Background: an optimization exercise with open tools, aiming at small area and a short achievable clock period. Do not read the settings as production practice. In this exercise RTL edits were held to simulation tests only and were not proved equivalent to the original. Power is estimated from default activity; no workload was simulated.

--- flow/run.sh ---
#!/bin/bash
# Standard ORFS layout, with two changes to how it is made:
#  - synthesis leaves adders to ABC (no full/half-adder cell extraction),
#  - ports are buffered with the plain sky130 buffer instead of a delay cell.
set -euo pipefail
bash standard.sh ADDER_MAP_FILE= "BUFFER_PORTS_ARGS=-buffer_cell sky130_fd_sc_hd__buf_1" finish > flow_make.log 2>&1
--- standard.sh ---
#!/bin/bash
# synth_recipe.tcl (not shown) runs the flow's synth.tcl, then flattens the netlist and writes it again
# the make line also repeats each setting of config.mk as NAME=value (left out here)
make -C /OpenROAD-flow-scripts/flow DESIGN_CONFIG=/design/flow/config.mk WORK_HOME=/design/flow/orfs CLKGATE_MAP_FILE= SYNTH_SCRIPT=/design/flow/synth_recipe.tcl "${@:-finish}"
--- config.mk ---
export PLATFORM = sky130hd
export DESIGN_NAME = exec_top
export DESIGN_NICKNAME = exec_top
export VERILOG_FILES = /design/flow/design.v
export SDC_FILE = /design/flow/constraint.sdc
export NUM_CORES = 4
export LEC_CHECK = 0
export ABC_AREA = 1
export CAP_MARGIN = 20
export CORE_MARGIN = 2
export CORE_UTILIZATION = 45
export SLEW_MARGIN = 20
--- constraint.sdc ---
create_clock -name core_clock -period 5.5 [get_ports {clk}]
set_input_delay 1.1000 -clock core_clock [delete_from_list [all_inputs] [get_ports {clk}]]
set_output_delay 1.1000 -clock core_clock [all_outputs]
set_load 0.01 [all_outputs]
--- design.v ---
`timescale 1ns/1ps
module exec_top (clk, rs1_d, rs2i_d, imm_d, op_a, op_l, op_s, sel_r, bra_c, pc_v, off_v, b_rs1_pc,
                 res_d_op, res_bra, res_brt_dma);
    input clk;
    input [31:0] rs1_d, rs2i_d, imm_d, pc_v, off_v;
    input [3:0] op_a, op_s;
    input [2:0] op_l;
    input [1:0] sel_r;
    input [2:0] bra_c;
    input b_rs1_pc;
    output reg [31:0] res_d_op, res_brt_dma;
    output reg res_bra;
    reg [31:0] q_rs1_d, q_rs2i_d, q_imm_d, q_pc_v, q_off_v;
    reg [3:0] q_op_a, q_op_s;
    reg [2:0] q_op_l, q_bra_c;
    reg [1:0] q_sel_r;
    reg q_b_rs1_pc;
    wire [31:0] w_res_d_op, w_res_brt_dma;
    wire w_res_bra;
    always @(posedge clk) begin
        q_rs1_d <= rs1_d; q_rs2i_d <= rs2i_d; q_imm_d <= imm_d; q_pc_v <= pc_v; q_off_v <= off_v;
        q_op_a <= op_a; q_op_s <= op_s; q_op_l <= op_l; q_bra_c <= bra_c; q_sel_r <= sel_r;
        q_b_rs1_pc <= b_rs1_pc;
        res_d_op <= w_res_d_op;
        res_brt_dma <= w_res_brt_dma;
        res_bra <= w_res_bra;
    end
    exec u_exec (.rs1_d(q_rs1_d), .rs2i_d(q_rs2i_d), .imm_d(q_imm_d), .op_a(q_op_a), .op_l(q_op_l),
                 .op_s(q_op_s), .sel_r(q_sel_r), .bra_c(q_bra_c), .res_d_op(w_res_d_op),
                 .res_bra(w_res_bra), .pc_v(q_pc_v), .off_v(q_off_v), .b_rs1_pc(q_b_rs1_pc),
                 .res_brt_dma(w_res_brt_dma));
endmodule

`timescale 1ns/1ps
module exec (rs1_d, rs2i_d, imm_d, op_a, op_l, op_s, sel_r, bra_c, res_d_op, res_bra, pc_v, off_v,  b_rs1_pc, res_brt_dma);
    input [31:0] rs1_d, rs2i_d, imm_d, pc_v, off_v;
    input [3:0] op_a, op_s;
    input [2:0] op_l;
    input [1:0] sel_r;
    input [2:0] bra_c;
    input b_rs1_pc;
    output [31:0] res_d_op, res_brt_dma;
    output res_bra;
    wire [31:0] a = rs1_d;
    wire [31:0] b = rs2i_d;
    wire sub = (op_a == 4'b1000) | (op_a[2:1] == 2'b01);
    wire slt = (op_a[2:1] == 2'b01);
    wire [31:0] x = a ^ b;
    wire [32:0] ca, cs;
    exec_pfx_a u_ca (.g(a & b), .t(a | b), .cin(1'b0), .c(ca));
    exec_pfx_a u_cs (.g(a & ~b), .t(a | ~b), .cin(1'b1), .c(cs));
    wire [31:0] sum = sub ? ~(x ^ cs[31:0]) : (x ^ ca[31:0]);
    wire r32 = sub ? ~cs[32] : ca[32];
    wire [31:0] res_l = (op_l == 3'b110) ? (a | b) :
                        (op_l == 3'b111) ? (a & b) : x;
    wire shr = (op_s[2:0] == 3'b101);
    wire [31:0] a_rev;
    genvar i;
    generate for (i = 0; i < 32; i = i + 1) begin : g_rev
        assign a_rev[i] = a[31 - i];
    end endgenerate
    wire [31:0] sh_out = (shr ? a : a_rev) >> b[4:0];
    wire [31:0] sh_out_rev;
    generate for (i = 0; i < 32; i = i + 1) begin : g_rev2
        assign sh_out_rev[i] = sh_out[31 - i];
    end endgenerate
    wire en_a = (sel_r == 2'b00) & ~slt;
    wire en_t = (sel_r == 2'b00) & slt;
    wire en_l = (sel_r == 2'b01);
    wire en_r = (sel_r == 2'b10) & shr;
    wire en_f = (sel_r == 2'b10) & ~shr;
    wire en_b = (sel_r == 2'b11);
    assign res_d_op = ({32{en_a}} & sum) | ({32{en_l}} & res_l) | ({32{en_r}} & sh_out) |
                      ({32{en_f}} & sh_out_rev) | ({32{en_b}} & b) |
                      {31'b0, en_t & (r32 ^ op_a[0])};
    wire zero = sub ? ~|x : ~|(a | b);
    assign res_bra = (bra_c[2:1] == 2'b00) ? (zero ^ bra_c[0]) :
                     bra_c[2] ? (r32 ^ bra_c[1] ^ bra_c[0]) : 1'b0;
    wire bco;
    exec_add32b u_badd (.a(b_rs1_pc ? pc_v : rs1_d), .b(off_v), .cin(1'b0), .s(res_brt_dma), .cout(bco));
endmodule
module exec_pfx_a (g, t, cin, c);
    input [31:0] g, t;
    input cin;
    output [32:0] c;
    wire g0c = g[0] | (t[0] & cin);
    wire G0_1 = g[1] | (t[1] & g0c);
    wire P0_1 = t[1] & t[0];
    wire G0_3 = g[3] | (t[3] & g[2]);
    wire P0_3 = t[3] & t[2];
    wire G0_5 = g[5] | (t[5] & g[4]);
    wire P0_5 = t[5] & t[4];
    wire G0_7 = g[7] | (t[7] & g[6]);
    wire P0_7 = t[7] & t[6];
    wire G0_9 = g[9] | (t[9] & g[8]);
    wire P0_9 = t[9] & t[8];
    wire G0_11 = g[11] | (t[11] & g[10]);
    wire P0_11 = t[11] & t[10];
    wire G0_13 = g[13] | (t[13] & g[12]);
    wire P0_13 = t[13] & t[12];
    wire G0_15 = g[15] | (t[15] & g[14]);
    wire P0_15 = t[15] & t[14];
    wire G0_17 = g[17] | (t[17] & g[16]);
    wire P0_17 = t[17] & t[16];
    wire G0_19 = g[19] | (t[19] & g[18]);
    wire P0_19 = t[19] & t[18];
    wire G0_21 = g[21] | (t[21] & g[20]);
    wire P0_21 = t[21] & t[20];
    wire G0_23 = g[23] | (t[23] & g[22]);
    wire P0_23 = t[23] & t[22];
    wire G0_25 = g[25] | (t[25] & g[24]);
    wire P0_25 = t[25] & t[24];
    wire G0_27 = g[27] | (t[27] & g[26]);
    wire P0_27 = t[27] & t[26];
    wire G0_29 = g[29] | (t[29] & g[28]);
    wire P0_29 = t[29] & t[28];
    wire G0_31 = g[31] | (t[31] & g[30]);
    wire P0_31 = t[31] & t[30];
    wire G1_3 = G0_3 | (P0_3 & G0_1);
    wire P1_3 = P0_3 & P0_1;
    wire G1_7 = G0_7 | (P0_7 & G0_5);
    wire P1_7 = P0_7 & P0_5;
    wire G1_11 = G0_11 | (P0_11 & G0_9);
    wire P1_11 = P0_11 & P0_9;
    wire G1_15 = G0_15 | (P0_15 & G0_13);
    wire P1_15 = P0_15 & P0_13;
    wire G1_19 = G0_19 | (P0_19 & G0_17);
    wire P1_19 = P0_19 & P0_17;
    wire G1_23 = G0_23 | (P0_23 & G0_21);
    wire P1_23 = P0_23 & P0_21;
    wire G1_27 = G0_27 | (P0_27 & G0_25);
    wire P1_27 = P0_27 & P0_25;
    wire G1_31 = G0_31 | (P0_31 & G0_29);
    wire P1_31 = P0_31 & P0_29;
    wire G2_5 = G0_5 | (P0_5 & G1_3);
    wire P2_5 = P0_5 & P1_3;
    wire G2_7 = G1_7 | (P1_7 & G1_3);
    wire P2_7 = P1_7 & P1_3;
    wire G2_13 = G0_13 | (P0_13 & G1_11);
    wire P2_13 = P0_13 & P1_11;
    wire G2_15 = G1_15 | (P1_15 & G1_11);
    wire P2_15 = P1_15 & P1_11;
    wire G2_21 = G0_21 | (P0_21 & G1_19);
    wire P2_21 = P0_21 & P1_19;
    wire G2_23 = G1_23 | (P1_23 & G1_19);
    wire P2_23 = P1_23 & P1_19;
    wire G2_29 = G0_29 | (P0_29 & G1_27);
    wire P2_29 = P0_29 & P1_27;
    wire G2_31 = G1_31 | (P1_31 & G1_27);
    wire P2_31 = P1_31 & P1_27;
    wire G3_9 = G0_9 | (P0_9 & G2_7);
    wire P3_9 = P0_9 & P2_7;
    wire G3_11 = G1_11 | (P1_11 & G2_7);
    wire P3_11 = P1_11 & P2_7;
    wire G3_13 = G2_13 | (P2_13 & G2_7);
    wire P3_13 = P2_13 & P2_7;
    wire G3_15 = G2_15 | (P2_15 & G2_7);
    wire P3_15 = P2_15 & P2_7;
    wire G3_25 = G0_25 | (P0_25 & G2_23);
    wire P3_25 = P0_25 & P2_23;
    wire G3_27 = G1_27 | (P1_27 & G2_23);
    wire P3_27 = P1_27 & P2_23;
    wire G3_29 = G2_29 | (P2_29 & G2_23);
    wire P3_29 = P2_29 & P2_23;
    wire G3_31 = G2_31 | (P2_31 & G2_23);
    wire P3_31 = P2_31 & P2_23;
    wire G4_17 = G0_17 | (P0_17 & G3_15);
    wire P4_17 = P0_17 & P3_15;
    wire G4_19 = G1_19 | (P1_19 & G3_15);
    wire P4_19 = P1_19 & P3_15;
    wire G4_21 = G2_21 | (P2_21 & G3_15);
    wire P4_21 = P2_21 & P3_15;
    wire G4_23 = G2_23 | (P2_23 & G3_15);
    wire P4_23 = P2_23 & P3_15;
    wire G4_25 = G3_25 | (P3_25 & G3_15);
    wire P4_25 = P3_25 & P3_15;
    wire G4_27 = G3_27 | (P3_27 & G3_15);
    wire P4_27 = P3_27 & P3_15;
    wire G4_29 = G3_29 | (P3_29 & G3_15);
    wire P4_29 = P3_29 & P3_15;
    wire G4_31 = G3_31 | (P3_31 & G3_15);
    wire P4_31 = P3_31 & P3_15;
    wire G5_2 = g[2] | (t[2] & G0_1);
    wire P5_2 = t[2] & P0_1;
    wire G5_4 = g[4] | (t[4] & G1_3);
    wire P5_4 = t[4] & P1_3;
    wire G5_6 = g[6] | (t[6] & G2_5);
    wire P5_6 = t[6] & P2_5;
    wire G5_8 = g[8] | (t[8] & G2_7);
    wire P5_8 = t[8] & P2_7;
    wire G5_10 = g[10] | (t[10] & G3_9);
    wire P5_10 = t[10] & P3_9;
    wire G5_12 = g[12] | (t[12] & G3_11);
    wire P5_12 = t[12] & P3_11;
    wire G5_14 = g[14] | (t[14] & G3_13);
    wire P5_14 = t[14] & P3_13;
    wire G5_16 = g[16] | (t[16] & G3_15);
    wire P5_16 = t[16] & P3_15;
    wire G5_18 = g[18] | (t[18] & G4_17);
    wire P5_18 = t[18] & P4_17;
    wire G5_20 = g[20] | (t[20] & G4_19);
    wire P5_20 = t[20] & P4_19;
    wire G5_22 = g[22] | (t[22] & G4_21);
    wire P5_22 = t[22] & P4_21;
    wire G5_24 = g[24] | (t[24] & G4_23);
    wire P5_24 = t[24] & P4_23;
    wire G5_26 = g[26] | (t[26] & G4_25);
    wire P5_26 = t[26] & P4_25;
    wire G5_28 = g[28] | (t[28] & G4_27);
    wire P5_28 = t[28] & P4_27;
    wire G5_30 = g[30] | (t[30] & G4_29);
    wire P5_30 = t[30] & P4_29;
    assign c[0] = cin;
    assign c[1] = g0c;
    assign c[2] = G0_1;
    assign c[3] = G5_2;
    assign c[4] = G1_3;
    assign c[5] = G5_4;
    assign c[6] = G2_5;
    assign c[7] = G5_6;
    assign c[8] = G2_7;
    assign c[9] = G5_8;
    assign c[10] = G3_9;
    assign c[11] = G5_10;
    assign c[12] = G3_11;
    assign c[13] = G5_12;
    assign c[14] = G3_13;
    assign c[15] = G5_14;
    assign c[16] = G3_15;
    assign c[17] = G5_16;
    assign c[18] = G4_17;
    assign c[19] = G5_18;
    assign c[20] = G4_19;
    assign c[21] = G5_20;
    assign c[22] = G4_21;
    assign c[23] = G5_22;
    assign c[24] = G4_23;
    assign c[25] = G5_24;
    assign c[26] = G4_25;
    assign c[27] = G5_26;
    assign c[28] = G4_27;
    assign c[29] = G5_28;
    assign c[30] = G4_29;
    assign c[31] = G5_30;
    assign c[32] = G4_31;
endmodule
module exec_add32b (a, b, cin, s, cout);
    input [31:0] a, b;
    input cin;
    output [31:0] s;
    output cout;
    wire [31:0] p = a ^ b;
    wire [31:0] g = a & b;
    wire g0c = g[0] | (p[0] & cin);
    wire G0_1 = g[1] | (p[1] & g0c);
    wire P0_1 = p[1] & p[0];
    wire G0_3 = g[3] | (p[3] & g[2]);
    wire P0_3 = p[3] & p[2];
    wire G0_5 = g[5] | (p[5] & g[4]);
    wire P0_5 = p[5] & p[4];
    wire G0_7 = g[7] | (p[7] & g[6]);
    wire P0_7 = p[7] & p[6];
    wire G0_9 = g[9] | (p[9] & g[8]);
    wire P0_9 = p[9] & p[8];
    wire G0_11 = g[11] | (p[11] & g[10]);
    wire P0_11 = p[11] & p[10];
    wire G0_13 = g[13] | (p[13] & g[12]);
    wire P0_13 = p[13] & p[12];
    wire G0_15 = g[15] | (p[15] & g[14]);
    wire P0_15 = p[15] & p[14];
    wire G0_17 = g[17] | (p[17] & g[16]);
    wire P0_17 = p[17] & p[16];
    wire G0_19 = g[19] | (p[19] & g[18]);
    wire P0_19 = p[19] & p[18];
    wire G0_21 = g[21] | (p[21] & g[20]);
    wire P0_21 = p[21] & p[20];
    wire G0_23 = g[23] | (p[23] & g[22]);
    wire P0_23 = p[23] & p[22];
    wire G0_25 = g[25] | (p[25] & g[24]);
    wire P0_25 = p[25] & p[24];
    wire G0_27 = g[27] | (p[27] & g[26]);
    wire P0_27 = p[27] & p[26];
    wire G0_29 = g[29] | (p[29] & g[28]);
    wire P0_29 = p[29] & p[28];
    wire G0_31 = g[31] | (p[31] & g[30]);
    wire P0_31 = p[31] & p[30];
    wire G1_3 = G0_3 | (P0_3 & G0_1);
    wire P1_3 = P0_3 & P0_1;
    wire G1_7 = G0_7 | (P0_7 & G0_5);
    wire P1_7 = P0_7 & P0_5;
    wire G1_11 = G0_11 | (P0_11 & G0_9);
    wire P1_11 = P0_11 & P0_9;
    wire G1_15 = G0_15 | (P0_15 & G0_13);
    wire P1_15 = P0_15 & P0_13;
    wire G1_19 = G0_19 | (P0_19 & G0_17);
    wire P1_19 = P0_19 & P0_17;
    wire G1_23 = G0_23 | (P0_23 & G0_21);
    wire P1_23 = P0_23 & P0_21;
    wire G1_27 = G0_27 | (P0_27 & G0_25);
    wire P1_27 = P0_27 & P0_25;
    wire G1_31 = G0_31 | (P0_31 & G0_29);
    wire P1_31 = P0_31 & P0_29;
    wire G2_5 = G0_5 | (P0_5 & G1_3);
    wire P2_5 = P0_5 & P1_3;
    wire G2_7 = G1_7 | (P1_7 & G1_3);
    wire P2_7 = P1_7 & P1_3;
    wire G2_13 = G0_13 | (P0_13 & G1_11);
    wire P2_13 = P0_13 & P1_11;
    wire G2_15 = G1_15 | (P1_15 & G1_11);
    wire P2_15 = P1_15 & P1_11;
    wire G2_21 = G0_21 | (P0_21 & G1_19);
    wire P2_21 = P0_21 & P1_19;
    wire G2_23 = G1_23 | (P1_23 & G1_19);
    wire P2_23 = P1_23 & P1_19;
    wire G2_29 = G0_29 | (P0_29 & G1_27);
    wire P2_29 = P0_29 & P1_27;
    wire G2_31 = G1_31 | (P1_31 & G1_27);
    wire P2_31 = P1_31 & P1_27;
    wire G3_9 = G0_9 | (P0_9 & G2_7);
    wire P3_9 = P0_9 & P2_7;
    wire G3_11 = G1_11 | (P1_11 & G2_7);
    wire P3_11 = P1_11 & P2_7;
    wire G3_13 = G2_13 | (P2_13 & G2_7);
    wire P3_13 = P2_13 & P2_7;
    wire G3_15 = G2_15 | (P2_15 & G2_7);
    wire P3_15 = P2_15 & P2_7;
    wire G3_25 = G0_25 | (P0_25 & G2_23);
    wire P3_25 = P0_25 & P2_23;
    wire G3_27 = G1_27 | (P1_27 & G2_23);
    wire P3_27 = P1_27 & P2_23;
    wire G3_29 = G2_29 | (P2_29 & G2_23);
    wire P3_29 = P2_29 & P2_23;
    wire G3_31 = G2_31 | (P2_31 & G2_23);
    wire P3_31 = P2_31 & P2_23;
    wire G4_17 = G0_17 | (P0_17 & G3_15);
    wire P4_17 = P0_17 & P3_15;
    wire G4_19 = G1_19 | (P1_19 & G3_15);
    wire P4_19 = P1_19 & P3_15;
    wire G4_21 = G2_21 | (P2_21 & G3_15);
    wire P4_21 = P2_21 & P3_15;
    wire G4_23 = G2_23 | (P2_23 & G3_15);
    wire P4_23 = P2_23 & P3_15;
    wire G4_25 = G3_25 | (P3_25 & G3_15);
    wire P4_25 = P3_25 & P3_15;
    wire G4_27 = G3_27 | (P3_27 & G3_15);
    wire P4_27 = P3_27 & P3_15;
    wire G4_29 = G3_29 | (P3_29 & G3_15);
    wire P4_29 = P3_29 & P3_15;
    wire G4_31 = G3_31 | (P3_31 & G3_15);
    wire P4_31 = P3_31 & P3_15;
    wire G5_2 = g[2] | (p[2] & G0_1);
    wire P5_2 = p[2] & P0_1;
    wire G5_4 = g[4] | (p[4] & G1_3);
    wire P5_4 = p[4] & P1_3;
    wire G5_6 = g[6] | (p[6] & G2_5);
    wire P5_6 = p[6] & P2_5;
    wire G5_8 = g[8] | (p[8] & G2_7);
    wire P5_8 = p[8] & P2_7;
    wire G5_10 = g[10] | (p[10] & G3_9);
    wire P5_10 = p[10] & P3_9;
    wire G5_12 = g[12] | (p[12] & G3_11);
    wire P5_12 = p[12] & P3_11;
    wire G5_14 = g[14] | (p[14] & G3_13);
    wire P5_14 = p[14] & P3_13;
    wire G5_16 = g[16] | (p[16] & G3_15);
    wire P5_16 = p[16] & P3_15;
    wire G5_18 = g[18] | (p[18] & G4_17);
    wire P5_18 = p[18] & P4_17;
    wire G5_20 = g[20] | (p[20] & G4_19);
    wire P5_20 = p[20] & P4_19;
    wire G5_22 = g[22] | (p[22] & G4_21);
    wire P5_22 = p[22] & P4_21;
    wire G5_24 = g[24] | (p[24] & G4_23);
    wire P5_24 = p[24] & P4_23;
    wire G5_26 = g[26] | (p[26] & G4_25);
    wire P5_26 = p[26] & P4_25;
    wire G5_28 = g[28] | (p[28] & G4_27);
    wire P5_28 = p[28] & P4_27;
    wire G5_30 = g[30] | (p[30] & G4_29);
    wire P5_30 = p[30] & P4_29;
    assign s[0] = p[0] ^ cin;
    assign s[1] = p[1] ^ g0c;
    assign s[2] = p[2] ^ G0_1;
    assign s[3] = p[3] ^ G5_2;
    assign s[4] = p[4] ^ G1_3;
    assign s[5] = p[5] ^ G5_4;
    assign s[6] = p[6] ^ G2_5;
    assign s[7] = p[7] ^ G5_6;
    assign s[8] = p[8] ^ G2_7;
    assign s[9] = p[9] ^ G5_8;
    assign s[10] = p[10] ^ G3_9;
    assign s[11] = p[11] ^ G5_10;
    assign s[12] = p[12] ^ G3_11;
    assign s[13] = p[13] ^ G5_12;
    assign s[14] = p[14] ^ G3_13;
    assign s[15] = p[15] ^ G5_14;
    assign s[16] = p[16] ^ G3_15;
    assign s[17] = p[17] ^ G5_16;
    assign s[18] = p[18] ^ G4_17;
    assign s[19] = p[19] ^ G5_18;
    assign s[20] = p[20] ^ G4_19;
    assign s[21] = p[21] ^ G5_20;
    assign s[22] = p[22] ^ G4_21;
    assign s[23] = p[23] ^ G5_22;
    assign s[24] = p[24] ^ G4_23;
    assign s[25] = p[25] ^ G5_24;
    assign s[26] = p[26] ^ G4_25;
    assign s[27] = p[27] ^ G5_26;
    assign s[28] = p[28] ^ G4_27;
    assign s[29] = p[29] ^ G5_28;
    assign s[30] = p[30] ^ G4_29;
    assign s[31] = p[31] ^ G5_30;
    assign cout = G4_31;
endmodule
==> results.ini, run 1 <==
[run_status]
status=timing/DRC/antenna clean

[timing]
fin_ws_ps=2120
fmax_mhz=296
slew_headroom=0.353
finalCritPeriodShare=0.614
rsz0062_at_grt=false
setup_viol=0
worst_pin_slew_ps=965
fin_hold_ws_ps=488
setup_tns_ps=0
worst_clock_skew_ps=17.2
hold_violations=0
maxSlewViolCount=0
final.min_clock_period_ps=3380

[yosys]
ys_async_sr_fraction=0
synth_area_mm2=0.0129
netlist_instances=2118
yosysSeqAreaShare=0.324
synth_ff_type=dfxtp_1
yosysUniqueCellTypes=50
ys_ff_latch=209
synth_edf_count=0
yosys_warnings=1
syn-num-nets=2296
avgSynthCellArea_um2=6.10

[floorplan]
die_h_um=173
coreArea_mm2=0.0285
dieWidth_um=173
ioPinCount=243
start_util=0.454
die-area_mm2=0.0301
std_cell_rows=62

[min_path]
hold_path.class=reg -> reg

[clocking]
numClockSinks=209
cts_setup_buffers=0
cts_buffer_depth=3
path_clk_slew_ps=60
worstSkewPairLatency_ps=530
cts-resized-gates=0
htree_levels=1
cts_made_buffers=23
cts-root-buf=clkbuf_16
tritoncts=yes
cts_hold_buf=0

[global_route]
grt_max_degree=46
grt.total_usage=0.301
use_met1=0.390
grt.busiest_layer=met2
grt_pass1_vias=13100
grt_use_met3=0.0702
overflow=0
met2_usage=0.484
grt_antenna_before_repair=1
grt_pass1_wl_mm=71.0

[finish]
fill_cells=3065
multi_input_area_mm2=0.00744
final_cell_mix=688 x nand2_1, 327 x nand3_1, 232 x inv_1, 209 x buf_1, 208 x dfxtp_1
drive_gt1_frac=0.0572
seq_area_mm2=0.00419
nets=2471
syn_to_final_growth_pct=14.2
final_common_cell=nand2_1

[placed_design]
hpwl_mm=36.3
dpl_worst_slack_ps=2210
place_congestion=0.961
port_buffers=209

[detailed_routing]
avgRoutedWirePerCell_um=17.2
via_count=14300
via_per_inst=5.32
dr.pass1.iters=6
drc=0
ant_nets=0
totalWireLength_mm=46.4
drt_first_iter_violations=1433

[pwr]
p_per_area_mw_per_mm2=297
leakage_nw=7.40
vdd_drop_max_v=0.000289

[critical_path]
worstPathRequired_ps=5930
start_kind=register
cp.arrival_ps=3810
timing.critical_path.fanout_max=38
critPathCaptureType=register
path_class=reg -> reg

[run]
maxCapViolCount=0

-- metrics by stage --
| step | area, µm² | util | instances | power (mW) |
|---|---|---|---|---|
| 2_1_floorplan | 12900 | - | 2118 | 2.49 |
| 3_3_place_gp | 14000 | 0.490 | 2652 | 2.82 |
| 3_5_place_dp | 14000 | 0.490 | 2652 | 2.83 |
| 4_1_cts | 14700 | 0.518 | 2693 | 4.40 |
| 5_1_grt | 14700 | 0.518 | 2694 | 4.62 |
| 6_report | 14700 | 0.518 | 2695 | 4.38 |
-- worst max-delay path, cell delays in order, from the launching register on --
cell,delay (ps)
dfxtp_1,290
buf_4,250
inv_2,560
nand2_1,140
nand2_1,160
nand2_1,70
nand2_1,240
nand2_1,80
nand2_1,240
nand2_1,90
nand2_1,380
nand3_1,120
nand2_1,210
nand2_1,140
nand2_1,110
nand2_1,60
nand3_1,70
nand2_1,50
-- synth_stat cells, types with 16 or more instances --
cell type,instances,area share
a21oi_1,105,0.041
buf_1,17,0.0049
clkbuf_1,42,0.012
dfxtp_1,209,0.32
inv_1,232,0.067
nand2_1,688,0.20
nand2_2,33,0.016
nand3_1,327,0.13
nand3b_1,16,0.0093
nand4_1,31,0.015
nor2_1,153,0.044
o211ai_1,35,0.020
o21ai_0,76,0.029
xor2_1,25,0.017
-- path summary, 6_finish.rpt --
path	endpoint	from	cells past startpoint	slack, ps
max reg2reg	res_bra$_DFF_P_	q_rs2i_d[1]$_DFF_P_	17	2120
max	res_bra$_DFF_P_	q_rs2i_d[1]$_DFF_P_	17	2120
min	res_brt_dma[0]$_DFF_P_	q_off_v[0]$_DFF_P_	2	490
min reg2reg	res_brt_dma[0]$_DFF_P_	q_off_v[0]$_DFF_P_	2	490
-- report_power, final --
group          internal, mW  switching [mW]
combinational         0.339           0.724
sequential             1.66          0.0884
clock                 0.952           0.614
-- cells by family (layout without fill, tap and decap cells) --
family          after synthesis  in the layout  synth area share
other cells                   0              2                 0
simple gates               1290           1290             0.434
buf+inv                     326            517             0.101
xor+xnor                     32             32            0.0217
compound gates              261            261             0.119
flops                       209            209             0.324
-- registers in the layout, indices dropped and copies added (netlist names), 3 cells and up --
name and flops:
q_off_v 32, q_pc_v 32, q_rs1_d 32, q_rs2i_d 32
res_brt_dma 32, res_d_op 32, q_op_a 4, q_bra_c 3
q_op_l 3, q_op_s 3
-- layout make-up --
type / count / area share
inverters: 248 / 0.0633
clock buffers: 30 / 0.0429
repair buffers: 228 / 0.0629
well taps: 384 / 0.0326
flip-flops and latches: 209 / 0.284
clock inverters: 11 / 0.00984
diodes: 2 / 0.000339
multi-input cells: 1583 / 0.504
-- layer usage --
metal / part of all wire / up-vias
met2: 0.44 / 629
li1: - / 7215
met5: 0 / -
met1: 0.43 / 6374
met3: 0.090 / 120
met4: 0.046 / 0
==> run 2, diff against run 1 <==
--- a/config.mk
+++ b/config.mk
@@ -9,4 +9,5 @@
 export CAP_MARGIN = 20
 export CORE_MARGIN = 2
 export CORE_UTILIZATION = 45
+export SETUP_SLACK_MARGIN = 3.2
 export SLEW_MARGIN = 20
==> run 2 against run 1 <==
- clock-buffer cell count is the same
- global-route usage grew 0.84 points
- clock power is essentially flat
- total power grew 2.5%
- register-to-register slack gained 1100 ps
- via count grew 2.9%
- largest cell class unchanged
- sequential power is essentially flat
- highest routed layer unchanged
- hold slack is essentially flat
- critical path depth shrank 2
- largest power group unchanged
- synthesized area is the same
- maximum frequency grew 51%
==> results.ini, run 2 <==
[detailed_routing]
dr.pass1.iters=8
avgRoutedWirePerCell_um=18.2
drt_first_iter_violations=1579
via_per_inst=5.42
totalWireLength_mm=49.4
ant_nets=0
via_count=14700
drc=0

[global_route]
grt_max_degree=46
grt_pass1_wl_mm=73.1
grt_pass1_vias=13300
grt.total_usage=0.310
overflow=0
grt_antenna_before_repair=0

[critical_path]
critPathCaptureType=register
cp.arrival_ps=2650
worst_path_most_repeated_cell=nand2_1
crit_path_max_incr_delay_ps=330
timing.critical_path.fanout_max=26
start_kind=register
path_class=reg -> reg
worstPathRequired_ps=5910
critPathSlowestCell=dfxtp_1
worstPathCellList=inv_4 > nand3_4 > buf_12 > nand2_1 > o21ai_0 > nand2_1 > nand2_1 > nand2_1 > nand3_1 > nand2_1 > nand2_1 > nand3_1 > nand2_1 > a21oi_2 > nand2_1

[timing]
fmax_mhz=446
finalCritPeriodShare=0.408
hold_violations=0
slew_headroom=0.565
rsz0062_at_grt=true
final.min_clock_period_ps=2240
setup_tns_ps=0
setup_viol=0
worst_clock_skew_ps=16.4
worst_pin_slew_ps=649
fin_ws_ps=3260
maxSlewViolCount=0

[clocking]
worstSkewPairLatency_ps=540
path_clk_slew_ps=60
htree_levels=1
cts_hold_buf=0
numClockSinks=209
tritoncts=yes
cts_buffer_depth=3
cts-root-buf=clkbuf_16
cts_made_buffers=23

[yosys]
synth_top_cell_by_area=dfxtp_1
synthTopCellsByCount=688 x nand2_1, 327 x nand3_1, 232 x inv_1, 209 x dfxtp_1, 153 x nor2_1
yosysMostFrequentCell=nand2_1
synth_area_mm2=0.0129
synth_edf_count=0
synth_area_leaders=dfxtp_1 32%, nand2_1 20%, nand3_1 13%
synth_ff_type=dfxtp_1
syn-num-nets=2296
yosysSeqAreaShare=0.324
netlist_instances=2118
yosysUniqueCellTypes=50
synth_top_area_frac=0.324
yosys_warnings=1
ys_ff_latch=209
ys_async_sr_fraction=0
avgSynthCellArea_um2=6.10

[floorplan]
start_util=0.454
coreArea_mm2=0.0285
ioPinCount=243
dieWidth_um=173
std_cell_rows=62
die_h_um=173
die-area_mm2=0.0301

[run_status]
status=timing/DRC/antenna clean

[pwr]
p_total_mw=4.49
p_per_area_mw_per_mm2=287
leakage_nw=7.69
vdd_drop_max_v=0.000289

[finish]
seq_area_mm2=0.00424
nets=2500
multi_input_area_mm2=0.00782
fill_cells=2983
stdcell_area_mm2=0.0156
drive_gt1_frac=0.110
diodes=0
syn_to_final_growth_pct=20.9
final_cell_mix=668 x nand2_1, 315 x nand3_1, 226 x inv_1, 209 x buf_1, 186 x dfxtp_1
final_common_cell=nand2_1

[placed_design]
hpwl_mm=36.3
dpl_cell_area_mm2=0.0140
dpl_worst_slack_ps=2210
place_congestion=0.961
port_buffers=209

[min_path]
hold_path.class=reg -> reg

[run]
maxCapViolCount=0

run 2: logic make-up after synthesis:
logic type / after synthesis / synth area share
xor gates and xnor gates: 32 / 0.0217
DFF: 209 / 0.324
AOI/OAI and AO/OA: 261 / 0.119
and+or+nand+nor: 1290 / 0.434
buffers and inverters: 326 / 0.101
run 2: worst paths after layout:
path                      start                    to  slack [ps]  cells after the start
max           q_op_s[1]$_DFF_P_  res_d_op[26]$_DFF_P_        3260                     15
min          q_bra_c[2]$_DFF_P_       res_bra$_DFF_P_         490                      2
max reg2reg   q_op_s[1]$_DFF_P_  res_d_op[26]$_DFF_P_        3260                     15
min reg2reg  q_bra_c[2]$_DFF_P_       res_bra$_DFF_P_         490                      2
run 2: power by group:
part	internal, mW	switching [mW]
sequential	1.66	0.0946
combinational	0.386	0.776
clock	0.952	0.618
total	3.00	1.49
run 2: worst max-delay path, delay by kind of cell (launching register included):
family,cells,cell delay (ps)
and+or+nand+nor,11,1130
buffers and inverters,2,350
DFF,1,330
AOI/OAI and AO/OA,2,310
run 2: per-layer routing:
metal	global-route usage	part of all wire	vias to the layer above
met3	0.0586	0.10	112
li1	-	-	7286
met1	0.413	0.42	6628
met5	0	0	-
met2	0.496	0.44	723
met4	0.122	0.044	0
run 2: metrics by stage:
step / cells / util / hold WS (ps)
after floorplan: 2118 / - / 437
after global placement: 2652 / 0.490 / 463
after detailed placement: 2652 / 0.490 / 468
after CTS: 2702 / 0.528 / 491
after global routing: 2722 / 0.548 / 519
final: 2722 / 0.548 / 488
run 2: cell type report:
type | instances | share of cell area
tap | 384 | 0.0308
inverter | 248 | 0.0629
timing repair buffer | 251 | 0.0831
clock buffer | 30 | 0.0405
clock inverter | 11 | 0.00930
sequential | 209 | 0.271
timing repair inverter | 2 | 0.00104
multi-input combinational | 1587 | 0.501
run 2: repair_timing:
item	4_1_cts	5_1_grt
resized for setup	70	115
gates cloned	4	7
pin swaps	3	8
endpoints found under the setup margin	43	51
setup buffers	5	13
==> run 3, diff against run 2 <==
--- a/config.mk
+++ b/config.mk
@@ -9,5 +9,5 @@
 export CAP_MARGIN = 20
 export CORE_MARGIN = 2
 export CORE_UTILIZATION = 45
-export SETUP_SLACK_MARGIN = 3.2
+export SETUP_SLACK_MARGIN = 2.6
 export SLEW_MARGIN = 20
==> run 3 against run 2 <==
- critical path type unchanged
- via count is 3.3% lower
- critical path depth down 6
- clock power barely moved
- critical endpoint is now res_d_op[27]$_DFF_P_
- routed wire length down 6.2%
- global-route usage is 0.83 points lower
- die area is the same
- largest power group unchanged
- hold slack improved by 1.2 ps
- first-iteration DRC count is 5.9% lower
- maximum frequency shrank 18%
- combinational power decreased by 8%
- synthesized cell count did not move
==> results.ini, run 3 <==
[clocking]
htree_levels=1
cts_setup_buffers=0
cts_made_buffers=23
cts_buffer_depth=3
numClockSinks=209
cts-root-buf=clkbuf_16
path_clk_slew_ps=60
cts_hold_buf=0
tritoncts=yes
worstSkewPairLatency_ps=540

[pwr]
leakage_nw=7.41
p_total_mw=4.39
swShare=0.326
vdd_drop_max_v=0.000289
combPwrFrac=0.244
seqPwrFrac=0.399
internal-power_mw=2.96
pwr-share-clk=0.357
p_per_area_mw_per_mm2=296
p_switching_mw=1.43

[yosys]
syn-num-nets=2296
synth_edf_count=0
synth_area_mm2=0.0129
ys_async_sr_fraction=0
synth_top_cell_by_area=dfxtp_1
synthTopCellsByCount=688 x nand2_1, 327 x nand3_1, 232 x inv_1, 209 x dfxtp_1, 153 x nor2_1
yosysUniqueCellTypes=50
netlist_instances=2118
yosys_warnings=1
synth_top_area_frac=0.324
yosysSeqAreaShare=0.324
synth_area_leaders=dfxtp_1 32%, nand2_1 20%, nand3_1 13%
yosysMostFrequentCell=nand2_1
avgSynthCellArea_um2=6.10
ys_ff_latch=209
synth_ff_type=dfxtp_1

[floorplan]
die-area_mm2=0.0301
start_util=0.454
die_h_um=173
std_cell_rows=62
ioPinCount=243
coreArea_mm2=0.0285
dieWidth_um=173

[detailed_routing]
drt_first_iter_violations=1486
dr.pass1.iters=7
via_per_inst=5.29
avgRoutedWirePerCell_um=17.2
ant_nets=0
totalWireLength_mm=46.4
drc=0
via_count=14300

[placed_design]
hpwl_mm=36.3
place_inst=2652
port_buffers=209
place_congestion=0.961
dpl_cell_area_mm2=0.0140

[min_path]
hold_path.class=reg -> reg
hold-path-cell-count=2
hold_path_end=res_bra$_DFF_P_
min-delay-start=q_bra_c[2]$_DFF_P_

[timing]
setup_tns_ps=0
hold_violations=0
final.min_clock_period_ps=2730
worst_clock_skew_ps=17.1
rsz0062_at_grt=false
fmax_mhz=366
finalCritPeriodShare=0.497
worst_pin_slew_ps=981
slew_headroom=0.345
setup_viol=0
maxSlewViolCount=0

[global_route]
grt_pass1_wl_mm=71.0
grt.total_usage=0.302
overflow=0
grt_pass1_vias=13100
grt_antenna_before_repair=1
grt_max_degree=46

[critical_path]
path_class=reg -> reg
r2r_slack_ps=2770
reg2reg_depth=9
critPathSlowestCell=clkinvlp_4
worstReg2RegStart=q_sel_r[1]$_DFF_P_
reg2reg_to=res_d_op[27]$_DFF_P_
start_kind=register
critPathCaptureType=register
timing.critical_path.fanout_max=26
cp.arrival_ps=3140
crit_path_max_incr_delay_ps=680
worstPathCellList=inv_1 > nand2_1 > clkinvlp_4 > o211ai_1 > a21oi_1 > a21oi_1 > nand2_1 > a21oi_1 > nand2_1
worstPathRequired_ps=5900

[finish]
stdcell_area_mm2=0.0148
final_cell_mix=686 x nand2_1, 326 x nand3_1, 232 x inv_1, 209 x buf_1, 205 x dfxtp_1
nets=2471
layout.cells.non_filler=2695
final_common_cell=nand2_1
syn_to_final_growth_pct=14.7
drive_gt1_frac=0.0611

[run_status]
status=timing/DRC/antenna clean

[run]
maxCapViolCount=0

==> run 3: cell counts after synthesis <==
Identical to the previous run, type by type.
==> run 3: what timing repair did <==
action,4_1_cts,5_1_grt
endpoints found under the hold margin,0,0
pin swaps,0,0
resized for setup,4,16
endpoints found under the setup margin,18,22
==> run 3: kinds of logic after synthesis <==
group	count (synthesis)	synth area share
compound gates	261	0.119
simple gates	1290	0.434
flops	209	0.324
buf+inv	326	0.101
xor+xnor	32	0.0217
==> run 3: per-layer routing <==
metal | wire length, µm | part of all wire | track usage
met2 | 20500 | 0.44 | 0.484
met5 | 0 | 0 | 0
met1 | 19900 | 0.43 | 0.391
met3 | 4000 | 0.086 | 0.0702
met4 | 1990 | 0.043 | 0.124
==> run 3: worst max-delay path by stage <==
stage,to,slack [ps],cells after the start,from
floorplan,res_brt_dma[29]$_DFF_P_,3700,18,q_b_rs1_pc$_DFF_P_
CTS,res_bra$_DFF_P_,2590,12,q_rs2i_d[0]$_DFF_P_
global placement,res_bra$_DFF_P_,2240,17,q_rs2i_d[1]$_DFF_P_
finish,res_d_op[27]$_DFF_P_,2770,9,q_sel_r[1]$_DFF_P_
detailed placement,res_d_op[0]$_DFF_P_,2210,17,q_rs2i_d[1]$_DFF_P_
global route,res_d_op[0]$_DFF_P_,2600,13,q_op_s[1]$_DFF_P_
==> run 3: cell type report <==
class,count,area [µm²]
Multi-Input combinational cell,1583,7470
Timing Repair Buffer,228,938
Tap cell,384,480
Clock buffer,30,632
Fill cell,3057,13700
Sequential cell,209,4190
Inverter,248,950
Clock inverter,11,145
Antenna cell,2,5.00
==> run 3: metrics by stage <==
step                 util  worst slack, ps  hold WS [ps]
floorplan               -             3700           437
global placement    0.490             2240           463
detailed placement  0.490             2210           468
CTS                 0.518             2590           491
global route        0.520             2600           519
finish              0.520             2770           489
==> run 3: worst max-delay path, delay by kind of cell (launching register included) <==
kind                   cells  cell delay, ps
buffers and inverters      2             810
AOI/OAI and AO/OA          4             720
and+or+nand+nor            3             610
DFF                        1             450
==> run 3: power by group through the flow <==
stage               Sequential, mW  Combinational, mW  Clock, mW
global route                  1.76               1.20       1.66
detailed placement            1.78               1.05          0
global placement              1.78               1.04          0
floorplan                     1.80              0.693          0
finish                        1.75               1.07       1.57
CTS                           1.75               1.05       1.60
==> run 4, diff against run 3 <==
--- a/config.mk
+++ b/config.mk
@@ -9,5 +9,5 @@
 export CAP_MARGIN = 20
 export CORE_MARGIN = 2
 export CORE_UTILIZATION = 45
-export SETUP_SLACK_MARGIN = 2.6
+export SETUP_SLACK_MARGIN = 3.4
 export SLEW_MARGIN = 20
==> run 4 against run 3 <==
- still clean
- routed wire length rose by 16%
- combinational power rose by 37%
- first-iteration DRC count rose by 19%
==> results.ini, run 4 <==
[pwr]
internal-power_mw=3.16
p_per_area_mw_per_mm2=263
seqPwrFrac=0.367
pwr-share-clk=0.328
swShare=0.343
p_switching_mw=1.65
combPwrFrac=0.305
p_total_mw=4.81
leakage_nw=8.75
vdd_drop_max_v=0.000286

[detailed_routing]
ant_nets=0
dr.pass1.iters=7
via_per_inst=5.58
via_count=15500
drc=0
drt_first_iter_violations=1766
totalWireLength_mm=53.6
avgRoutedWirePerCell_um=19.3

[floorplan]
coreArea_mm2=0.0285
dieWidth_um=173
die_h_um=173
die-area_mm2=0.0301
start_util=0.454
ioPinCount=243
std_cell_rows=62

[critical_path]
cp.arrival_ps=2590
path_class=reg -> reg
start_kind=register
worstPathRequired_ps=5870
critPathCaptureType=register
reg2reg_to=res_d_op[4]$_DFF_P_
worstReg2RegStart=q_op_s[1]$_DFF_P_
reg2reg_depth=14
timing.critical_path.fanout_max=6
r2r_slack_ps=3280

[yosys]
synth_area_mm2=0.0129
ys_ff_latch=209
syn-num-nets=2296
yosysUniqueCellTypes=50
synthTopCellsByCount=688 x nand2_1, 327 x nand3_1, 232 x inv_1, 209 x dfxtp_1, 153 x nor2_1
synth_ff_type=dfxtp_1
synth_top_area_frac=0.324
ys_async_sr_fraction=0
synth_area_leaders=dfxtp_1 32%, nand2_1 20%, nand3_1 13%
avgSynthCellArea_um2=6.10
yosysMostFrequentCell=nand2_1
synth_top_cell_by_area=dfxtp_1
netlist_instances=2118
synth_edf_count=0
yosysSeqAreaShare=0.324
yosys_warnings=1

[clocking]
htree_levels=1
cts_hold_buf=0
tritoncts=yes
numClockSinks=209
path_clk_slew_ps=60
cts_buffer_depth=3
worstSkewPairLatency_ps=540
cts-root-buf=clkbuf_16
cts_made_buffers=23

[finish]
diodes=0
drive_gt1_frac=0.299
syn_to_final_growth_pct=41.5
fill_cells=2688
utilization=0.642
nets=2558
layout.cells.non_filler=2780
final_common_cell=nand2_1
final_cell_mix=562 x nand2_1, 206 x inv_1, 196 x nand3_1, 150 x dfxtp_1, 146 x buf_1

[placed_design]
place_inst=2652
place_congestion=0.961
hpwl_mm=36.3
port_buffers=209

[timing]
fin_hold_ws_ps=483
worst_clock_skew_ps=15.3
setup_viol=0
slew_headroom=0.533
finalCritPeriodShare=0.403
hold_violations=0
worst_pin_slew_ps=700
setup_tns_ps=0
final.min_clock_period_ps=2220
rsz0062_at_grt=true
maxSlewViolCount=0
fmax_mhz=451

[global_route]
grt.total_usage=0.324
grt_max_degree=46
grt_antenna_before_repair=0
grt_pass1_vias=13800
overflow=0
grt_pass1_wl_mm=76.1

[min_path]
min-delay-start=q_bra_c[2]$_DFF_P_
hold-path-cell-count=2
hold_path_end=res_bra$_DFF_P_
hold_path.class=reg -> reg

[run_status]
status=timing/DRC/antenna clean

[run]
maxCapViolCount=0

## run 4: cell types whose count changed in the layout (fill, tap and decap cells not counted), moves of 29 or more
cell     change
buf_2       +36
nand3_2    +103
nand3_4     +29
nand2_4     +29
nand3_1    -130
buf_4       +46
nor2_1      -37
buf_1       -63
nand2_1    -124
nand2_2     +89
o21ai_0     -41
dfxtp_2     +35
dfxtp_1     -55
## run 4: critical path, cell delays in order, from the launching register on
cell and delay [ps]:
dfxtp_2 330, clkinv_4 100, nand3_4 120, buf_12 180, clkbuf_16 170, o21ai_4 220, nand2_2 120, nand3_2 110
nand2_1 60, nand2_1 60, nand3_1 110, nand3_2 170, nand2_4 90, nand2_2 60, nand4_1 160
## run 4: routing by layer
layer	GRT usage	share of wire	vias up
met3	0.0581	0.10	191
li1	-	-	7410
met4	0.155	0.055	0
met2	0.508	0.44	853
met5	0	0	-
met1	0.432	0.41	7067
## run 4: stage by stage
step	area [µm²]	setup slack [ps]
6_report	18300	3280
5_1_grt	18300	3210
4_1_cts	15800	3350
3_5_place_dp	14000	2210
3_3_place_gp	14000	2240
2_1_floorplan	12900	3700
## run 4: power groups by stage
stage               logic (mW)  registers, mW  clock network, mW
global placement          1.04           1.78                  0
global route              1.59           1.78               1.66
finish                    1.47           1.76               1.58
floorplan                0.693           1.80                  0
detailed placement        1.05           1.78                  0
CTS                       1.17           1.75               1.60
## run 4: kinds of logic (layout without fill, tap and decap cells)
family	count (synthesis)	count (layout)	share of synthesized area
and+or+nand+nor	1290	1295	0.434
buffers and inverters	326	599	0.101
AOI/OAI and AO/OA	261	261	0.119
DFF	209	209	0.324
xor gates and xnor gates	32	32	0.0217
## run 4: worst max-delay path by stage
stage,startpoint,end,cells after the start
after floorplan,q_b_rs1_pc$_DFF_P_,res_brt_dma[29]$_DFF_P_,18
after global routing,q_b_rs1_pc$_DFF_P_,res_brt_dma[21]$_DFF_P_,15
after CTS,q_rs2i_d[0]$_DFF_P_,res_bra$_DFF_P_,12
final,q_op_s[1]$_DFF_P_,res_d_op[4]$_DFF_P_,14
after detailed placement,q_rs2i_d[1]$_DFF_P_,res_d_op[0]$_DFF_P_,17
after global placement,q_rs2i_d[1]$_DFF_P_,res_bra$_DFF_P_,17
## run 4: repair_timing
action	in CTS	in global routing
buffers inserted	19	45
setup endpoints to repair	95	85
gates cloned	12	11
resized for setup	238	506
pin swaps	20	110
## run 4: final cells by class
class                           instances  area [µm²]  area share
Clock buffer                           30         632      0.0346
Clock inverter                         11         145     0.00794
Inverter                              248        1020      0.0556
Multi-Input combinational cell       1588        9510       0.521
Sequential cell                       209        4310       0.236
Tap cell                              384         480      0.0263
Timing Repair Buffer                  308        2160       0.118
Timing Repair inverter                  2        16.3    0.000890
==> run 5, diff against run 4 <==
--- a/design.v
+++ b/design.v
@@ -51,8 +51,6 @@
     exec_pfx_a u_cs (.g(a & ~b), .t(a | ~b), .cin(1'b1), .c(cs));
     wire [31:0] sum = sub ? ~(x ^ cs[31:0]) : (x ^ ca[31:0]);
     wire r32 = sub ? ~cs[32] : ca[32];
-    wire [31:0] res_l = (op_l == 3'b110) ? (a | b) :
-                        (op_l == 3'b111) ? (a & b) : x;
     wire shr = (op_s[2:0] == 3'b101);
     wire [31:0] a_rev;
     genvar i;
@@ -64,14 +62,17 @@
     generate for (i = 0; i < 32; i = i + 1) begin : g_rev2
         assign sh_out_rev[i] = sh_out[31 - i];
     end endgenerate
+    wire is_and = (op_l == 3'b111);
+    wire is_or  = (op_l == 3'b110);
     wire en_a = (sel_r == 2'b00) & ~slt;
     wire en_t = (sel_r == 2'b00) & slt;
-    wire en_l = (sel_r == 2'b01);
+    wire en_g = (sel_r == 2'b01) & (is_and | is_or);
+    wire en_x = (sel_r == 2'b01) & ~is_and;
     wire en_r = (sel_r == 2'b10) & shr;
     wire en_f = (sel_r == 2'b10) & ~shr;
     wire en_b = (sel_r == 2'b11);
-    assign res_d_op = ({32{en_a}} & sum) | ({32{en_l}} & res_l) | ({32{en_r}} & sh_out) |
-                      ({32{en_f}} & sh_out_rev) | ({32{en_b}} & b) |
+    assign res_d_op = ({32{en_a}} & sum) | ({32{en_g}} & (a & b)) | ({32{en_x}} & x) |
+                      ({32{en_r}} & sh_out) | ({32{en_f}} & sh_out_rev) | ({32{en_b}} & b) |
                       {31'b0, en_t & (r32 ^ op_a[0])};
     wire zero = sub ? ~|x : ~|(a | b);
     assign res_bra = (bra_c[2:1] == 2'b00) ? (zero ^ bra_c[0]) :
--- a/config.mk
+++ b/config.mk
@@ -9,5 +9,6 @@
 export CAP_MARGIN = 20
 export CORE_MARGIN = 2
 export CORE_UTILIZATION = 45
-export SETUP_SLACK_MARGIN = 3.4
+export SETUP_SLACK_MARGIN = 3.3
 export SLEW_MARGIN = 20
+export TNS_END_PERCENT = 10
==> run 5 against run 4 <==
- first-iteration DRC count down 13%
- via count down 5.5%
- register-to-register slack better by 40 ps
- largest cell class unchanged
==> results.ini, run 5 <==
[run_status]
status=timing/DRC/antenna clean

[detailed_routing]
ant_nets=0
dr.pass1.iters=6
drt_first_iter_violations=1532
totalWireLength_mm=50.6
avgRoutedWirePerCell_um=18.7
via_per_inst=5.41
drc=0
via_count=14700

[clocking]
htree_levels=1
tritoncts=yes
worstSkewPairLatency_ps=530
cts-root-buf=clkbuf_16
numClockSinks=209
cts_made_buffers=22
path_clk_slew_ps=60
cts_buffer_depth=3

[yosys]
syn-num-nets=2253
netlist_instances=2075
synth_ff_type=dfxtp_1
synth_top_area_frac=0.333
yosysSeqAreaShare=0.333
yosysUniqueCellTypes=49
yosysMostFrequentCell=nand2_1
synth_edf_count=0
avgSynthCellArea_um2=6.05
ys_async_sr_fraction=0
synth_top_cell_by_area=dfxtp_1
yosys_warnings=1
synthTopCellsByCount=711 x nand2_1, 328 x nand3_1, 237 x inv_1, 209 x dfxtp_1, 137 x nor2_1
synth_area_mm2=0.0125
ys_ff_latch=209
synth_area_leaders=dfxtp_1 33%, nand2_1 21%, nand3_1 13%

[global_route]
grt_antenna_before_repair=0
grt.total_usage=0.323
grt_pass1_wl_mm=71.8
grt_max_degree=42
grt_pass1_vias=12800
overflow=0

[run]
maxCapViolCount=0

[pwr]
p_switching_mw=1.49
swShare=0.329
leakage_nw=7.91
internal-power_mw=3.04
combPwrFrac=0.265
vdd_drop_max_v=0.000255
p_per_area_mw_per_mm2=284
pwr-share-clk=0.349
seqPwrFrac=0.386

[timing]
maxSlewViolCount=0
finalCritPeriodShare=0.395
worst_pin_slew_ps=783
worst_clock_skew_ps=12.5
rsz0062_at_grt=true
hold_violations=0
setup_viol=0
final.min_clock_period_ps=2170
fmax_mhz=460
setup_tns_ps=0
slew_headroom=0.478

[finish]
drive_gt1_frac=0.137
syn_to_final_growth_pct=27.4
final_cell_mix=668 x nand2_1, 302 x nand3_1, 221 x inv_1, 209 x buf_1, 186 x dfxtp_1
nets=2494
final_common_cell=nand2_1
layout.cells.non_filler=2710

[placed_design]
place_congestion=1.01
hpwl_mm=35.2
place_inst=2605
port_buffers=209

[min_path]
hold_path.class=reg -> reg
min-delay-start=q_off_v[0]$_DFF_P_
hold_path_end=res_brt_dma[0]$_DFF_P_
hold-path-cell-count=2

[critical_path]
worst_path_most_repeated_cell=nand3_1
timing.critical_path.fanout_max=5
reg2reg_to=res_d_op[27]$_DFF_P_
worstPathRequired_ps=5970
r2r_slack_ps=3330
critPathCaptureType=register
cp.arrival_ps=2640
crit_family=simple AND/OR/NAND/NOR gates
reg2reg_depth=13
worstPathCellList=clkinvlp_4 > buf_4 > nand2_1 > o21ai_0 > nand2_1 > nand3_1 > nand3_1 > nand3_1 > nand3_1 > nand3_1 > nand2_1 > inv_1 > nand2_1
crit_buf_inv=3
path_class=reg -> reg
crit_path_max_incr_delay_ps=420
worstReg2RegStart=q_rs1_d[25]$_DFF_P_
critPathSlowestCell=dfxtp_4
start_kind=register

[floorplan]
die_h_um=171
ioPinCount=243
std_cell_rows=61
dieWidth_um=171
coreArea_mm2=0.0276
die-area_mm2=0.0292
start_util=0.454

-- run 5: power by group through the flow --
stage / Combinational (mW) / Sequential (mW) / Clock (mW)
3_5_place_dp: 1.00 / 1.78 / 0
5_1_grt: 1.32 / 1.76 / 1.67
3_3_place_gp: 0.997 / 1.78 / 0
4_1_cts: 1.08 / 1.75 / 1.61
6_report: 1.20 / 1.75 / 1.58
2_1_floorplan: 0.663 / 1.79 / 0
-- run 5: cells by family (layout without fill, tap and decap cells) --
family,after synthesis,count (layout),synth area share
xor gates and xnor gates,28,28,0.0195
DFF,209,209,0.333
buffers and inverters,325,575,0.102
and+or+nand+nor,1274,1280,0.435
other,0,1,0
AOI/OAI and AO/OA,239,239,0.110
-- run 5: how the worst max path moves through the flow --
stage,depth (start not counted),from,endpoint
CTS,14,q_op_a[2]$_DFF_P_,res_bra$_DFF_P_
global placement,16,q_rs2i_d[4]$_DFF_P_,res_d_op[22]$_DFF_P_
detailed placement,16,q_rs2i_d[4]$_DFF_P_,res_d_op[21]$_DFF_P_
floorplan,17,q_b_rs1_pc$_DFF_P_,res_brt_dma[31]$_DFF_P_
global route,13,q_op_s[1]$_DFF_P_,res_d_op[21]$_DFF_P_
finish,13,q_rs1_d[25]$_DFF_P_,res_d_op[27]$_DFF_P_
-- run 5: layout make-up --
| type | count | area (µm²) |
|---|---|---|
| clock inverter | 10 | 168 |
| inverter | 252 | 1020 |
| tap | 378 | 473 |
| clock buffer | 29 | 607 |
| timing repair inverter | 4 | 28.8 |
| timing repair buffer | 280 | 1750 |
| antenna | 1 | 2.50 |
| multi-input combinational | 1547 | 7710 |
| sequential | 209 | 4240 |
| fill | 2769 | 11600 |
-- run 5: layer usage --
metal	part of all wire	up-vias	global-route usage
met1	0.42	6639	0.432
met5	0	-	0
li1	-	7200	-
met4	0.044	0	0.125
met2	0.45	699	0.531
met3	0.083	123	0.0382
-- run 5: through the flow --
step / power, mW / hold WS [ps] / setup slack (ps) / area [µm²] / utilization
after detailed placement: 2.78 / 460 / 2340 / 13600 / 0.493
final: 4.53 / 469 / 3330 / 16000 / 0.579
after floorplan: 2.46 / 437 / 3720 / 12500 / -
after global routing: 4.76 / 510 / 3250 / 16000 / 0.579
after global placement: 2.78 / 464 / 2370 / 13600 / 0.493
after CTS: 4.43 / 475 / 3210 / 14900 / 0.540
-- run 5: tightest hold or removal path, stage by stage, from the launching register on --
cell	delay (ps)
dfxtp_1	320
a21oi_1	40
nor2_1	70
-- run 5: timing repair --
item / 4_1_cts / 5_1_grt
setup buffers: 14 / 28
cloned: 10 / 13
pin swaps: 2 / 21
hold buffers: 0 / 0
setup endpoints to repair: 61 / 49
resized for setup: 70 / 184
==> run 6, diff against run 5 <==
--- a/config.mk
+++ b/config.mk
@@ -9,6 +9,6 @@
 export CAP_MARGIN = 20
 export CORE_MARGIN = 2
 export CORE_UTILIZATION = 45
-export SETUP_SLACK_MARGIN = 3.3
+export SETUP_SLACK_MARGIN = 3.2
 export SLEW_MARGIN = 20
 export TNS_END_PERCENT = 10
==> run 6 against run 5 <==
- still clean
- routed wire length fell by 3.4%
- hold slack improved by 1.7 ps
- sequential share of layout area rose by 1.3 points
- core utilization fell by 2.9 points
- total power fell by 1.9%
- cell count fell by 1.0%
- critical path type unchanged
==> results.ini, run 6 <==
[timing]
worst_pin_slew_ps=797
hold_violations=0
final.min_clock_period_ps=2270
fin_hold_ws_ps=471
rsz0062_at_grt=true
worst_clock_skew_ps=11.1
setup_tns_ps=0
finalCritPeriodShare=0.413
fmax_mhz=440
maxSlewViolCount=0
slew_headroom=0.469
setup_viol=0

[critical_path]
critPathSlowestCell=clkinvlp_2
start_kind=register
critPathCaptureType=register
crit_cells=8
reg2reg_to=res_d_op[17]$_DFF_P_
crit_family=buffers and inverters
r2r_slack_ps=3230
crit_path_max_incr_delay_ps=570
path_class=reg -> reg
worstReg2RegStart=q_sel_r[0]$_DFF_P_
worstPathRequired_ps=5880
crit_buf_inv=3
worstPathCellList=inv_1 > nor2_1 > o21ai_0 > buf_4 > clkinvlp_2 > a21oi_1 > nand2_1 > nand3b_1
cp.arrival_ps=2660
timing.critical_path.fanout_max=13
reg2reg_depth=8

[yosys]
avgSynthCellArea_um2=6.05
synthTopCellsByCount=711 x nand2_1, 328 x nand3_1, 237 x inv_1, 209 x dfxtp_1, 137 x nor2_1
synth_area_mm2=0.0125
syn-num-nets=2253
ys_ff_latch=209
synth_ff_type=dfxtp_1
synth_top_cell_by_area=dfxtp_1
yosysSeqAreaShare=0.333
synth_top_area_frac=0.333
yosysMostFrequentCell=nand2_1
synth_edf_count=0
netlist_instances=2075
synth_area_leaders=dfxtp_1 33%, nand2_1 21%, nand3_1 13%
yosysUniqueCellTypes=49
ys_async_sr_fraction=0
yosys_warnings=1

[min_path]
hold_path_end=res_brt_dma[0]$_DFF_P_
min-delay-start=q_off_v[0]$_DFF_P_
hold_path.class=reg -> reg
hold-path-cell-count=2

[pwr]
leakage_nw=7.62
vdd_drop_max_v=0.000258
p_per_area_mw_per_mm2=293

[finish]
stdcell_area_mm2=0.0152
final_common_cell=nand2_1
syn_to_final_growth_pct=21.1
nets=2467
final_cell_mix=699 x nand2_1, 321 x nand3_1, 225 x inv_1, 209 x buf_1, 192 x dfxtp_1
diodes=0
drive_gt1_frac=0.0877

[floorplan]
die-area_mm2=0.0292
die_h_um=171
ioPinCount=243
coreArea_mm2=0.0276
dieWidth_um=171
std_cell_rows=61
start_util=0.454

[global_route]
grt.total_usage=0.319
grt_pass1_wl_mm=71.1
grt_antenna_before_repair=0
grt_pass1_vias=12700
grt_max_degree=42
overflow=0

[clocking]
numClockSinks=209
path_clk_slew_ps=60
cts-root-buf=clkbuf_16
cts_buffer_depth=3
cts_hold_buf=0
cts_made_buffers=22
worstSkewPairLatency_ps=530
tritoncts=yes
htree_levels=1

[detailed_routing]
ant_nets=0
via_per_inst=5.40
drt_first_iter_violations=1489
drc=0
totalWireLength_mm=48.9
dr.pass1.iters=8
via_count=14500
avgRoutedWirePerCell_um=18.2

[placed_design]
dpl_cell_area_mm2=0.0136
hpwl_mm=35.2
port_buffers=209
place_congestion=1.01

[run]
maxCapViolCount=0

[run_status]
status=timing/DRC/antenna clean

[run 6: layout make-up]
class	count	area, µm²
Clock buffer	29	607
Clock inverter	10	168
Sequential cell	209	4220
Fill cell	2849	12400
Timing Repair Buffer	256	1360
Inverter	252	1000
Multi-Input combinational cell	1546	7350
Tap cell	378	473
Timing Repair inverter	2	12.5
[run 6: worst max-delay path by stage]
stage	slack (ps)	start	to
floorplan	3720	q_b_rs1_pc$_DFF_P_	res_brt_dma[31]$_DFF_P_
CTS	3160	q_b_rs1_pc$_DFF_P_	res_brt_dma[29]$_DFF_P_
global placement	2370	q_rs2i_d[4]$_DFF_P_	res_d_op[22]$_DFF_P_
detailed placement	2340	q_rs2i_d[4]$_DFF_P_	res_d_op[21]$_DFF_P_
finish	3230	q_sel_r[0]$_DFF_P_	res_d_op[17]$_DFF_P_
global route	3150	q_rs2i_d[0]$_DFF_P_	res_d_op[30]$_DFF_P_
[run 6: logic make-up after synthesis]
kind of cell,Yosys count,share of synthesized area
AO/OA/AOI/OAI,239,0.110
XOR/XNOR,28,0.0195
flip-flops,209,0.333
AND/OR/NAND/NOR,1274,0.435
buffers and inverters,325,0.102
[run 6: stage by stage]
step	util	power (mW)	setup WS [ps]	instances
finish	0.550	4.45	3230	2682
global route	0.550	4.67	3150	2682
CTS	0.534	4.41	3160	2659
detailed placement	0.493	2.78	2340	2605
global placement	0.493	2.78	2370	2605
floorplan	-	2.46	3720	2075
[run 6: tightest hold or removal path: cells and delay by family, from the launching register on]
family,cells,cell delay [ps]
flops,1,320
compound gates,1,40
simple gates,1,70
[run 6: report_power, final]
| part | switching, mW | internal (mW) |
|---|---|---|
| clock | 0.615 | 0.965 |
| sequential | 0.0869 | 1.66 |
| combinational | 0.744 | 0.375 |
| total | 1.45 | 3.00 |
[run 6: what timing repair did]
action	CTS	global route
resized for setup	49	88
buffers inserted	8	18
pin swaps	2	3
cloned	7	5
setup endpoints to repair	61	51
[run 6: routing by layer]
layer	track usage	up-vias	part of all wire
li1	-	7149	-
met1	0.429	6550	0.42
met2	0.527	663	0.45
met3	0.0365	112	0.082
met4	0.118	0	0.042
met5	0	-	0

static timing again, ports no longer ideal:
Ports are ideal in the flow. The routed layouts listed here were re-timed in OpenROAD. Step 1 assumes that a clkbuf_16 drives the clock port and a buf_2 every other input. Step 2 moves the port delays by t, midway between the first and last clock arrival at a register: inputs arrive t later, outputs are due t later. That takes back most of the time a late clock gives input paths. Slacks: ideal / step 1 / step 2; pairs: ideal / step 1.
run	shift t [ns]	setup WS [ns]	latest minus earliest clock arrival (ns)	worst register clock-pin slew, ns	worst data-port slew with drivers (ns)
run 1	0.577	2.125 / 2.125 / 2.125	0.017 / 0.017	0.06 / 0.06	0.07
run 2	0.583	3.258 / 3.258 / 3.258	0.016 / 0.017	0.06 / 0.06	0.07
run 3	0.577	2.768 / 2.768 / 2.768	0.017 / 0.017	0.06 / 0.06	0.07
run 4	0.585	3.283 / 3.283 / 3.283	0.017 / 0.017	0.06 / 0.06	0.08
run 5	0.575	3.327 / 3.327 / 3.327	0.013 / 0.013	0.07 / 0.07	0.07
run 6	0.573	3.227 / 3.227 / 3.227	0.011 / 0.011	0.07 / 0.07	0.06
After both steps setup and hold are still met in every run listed.
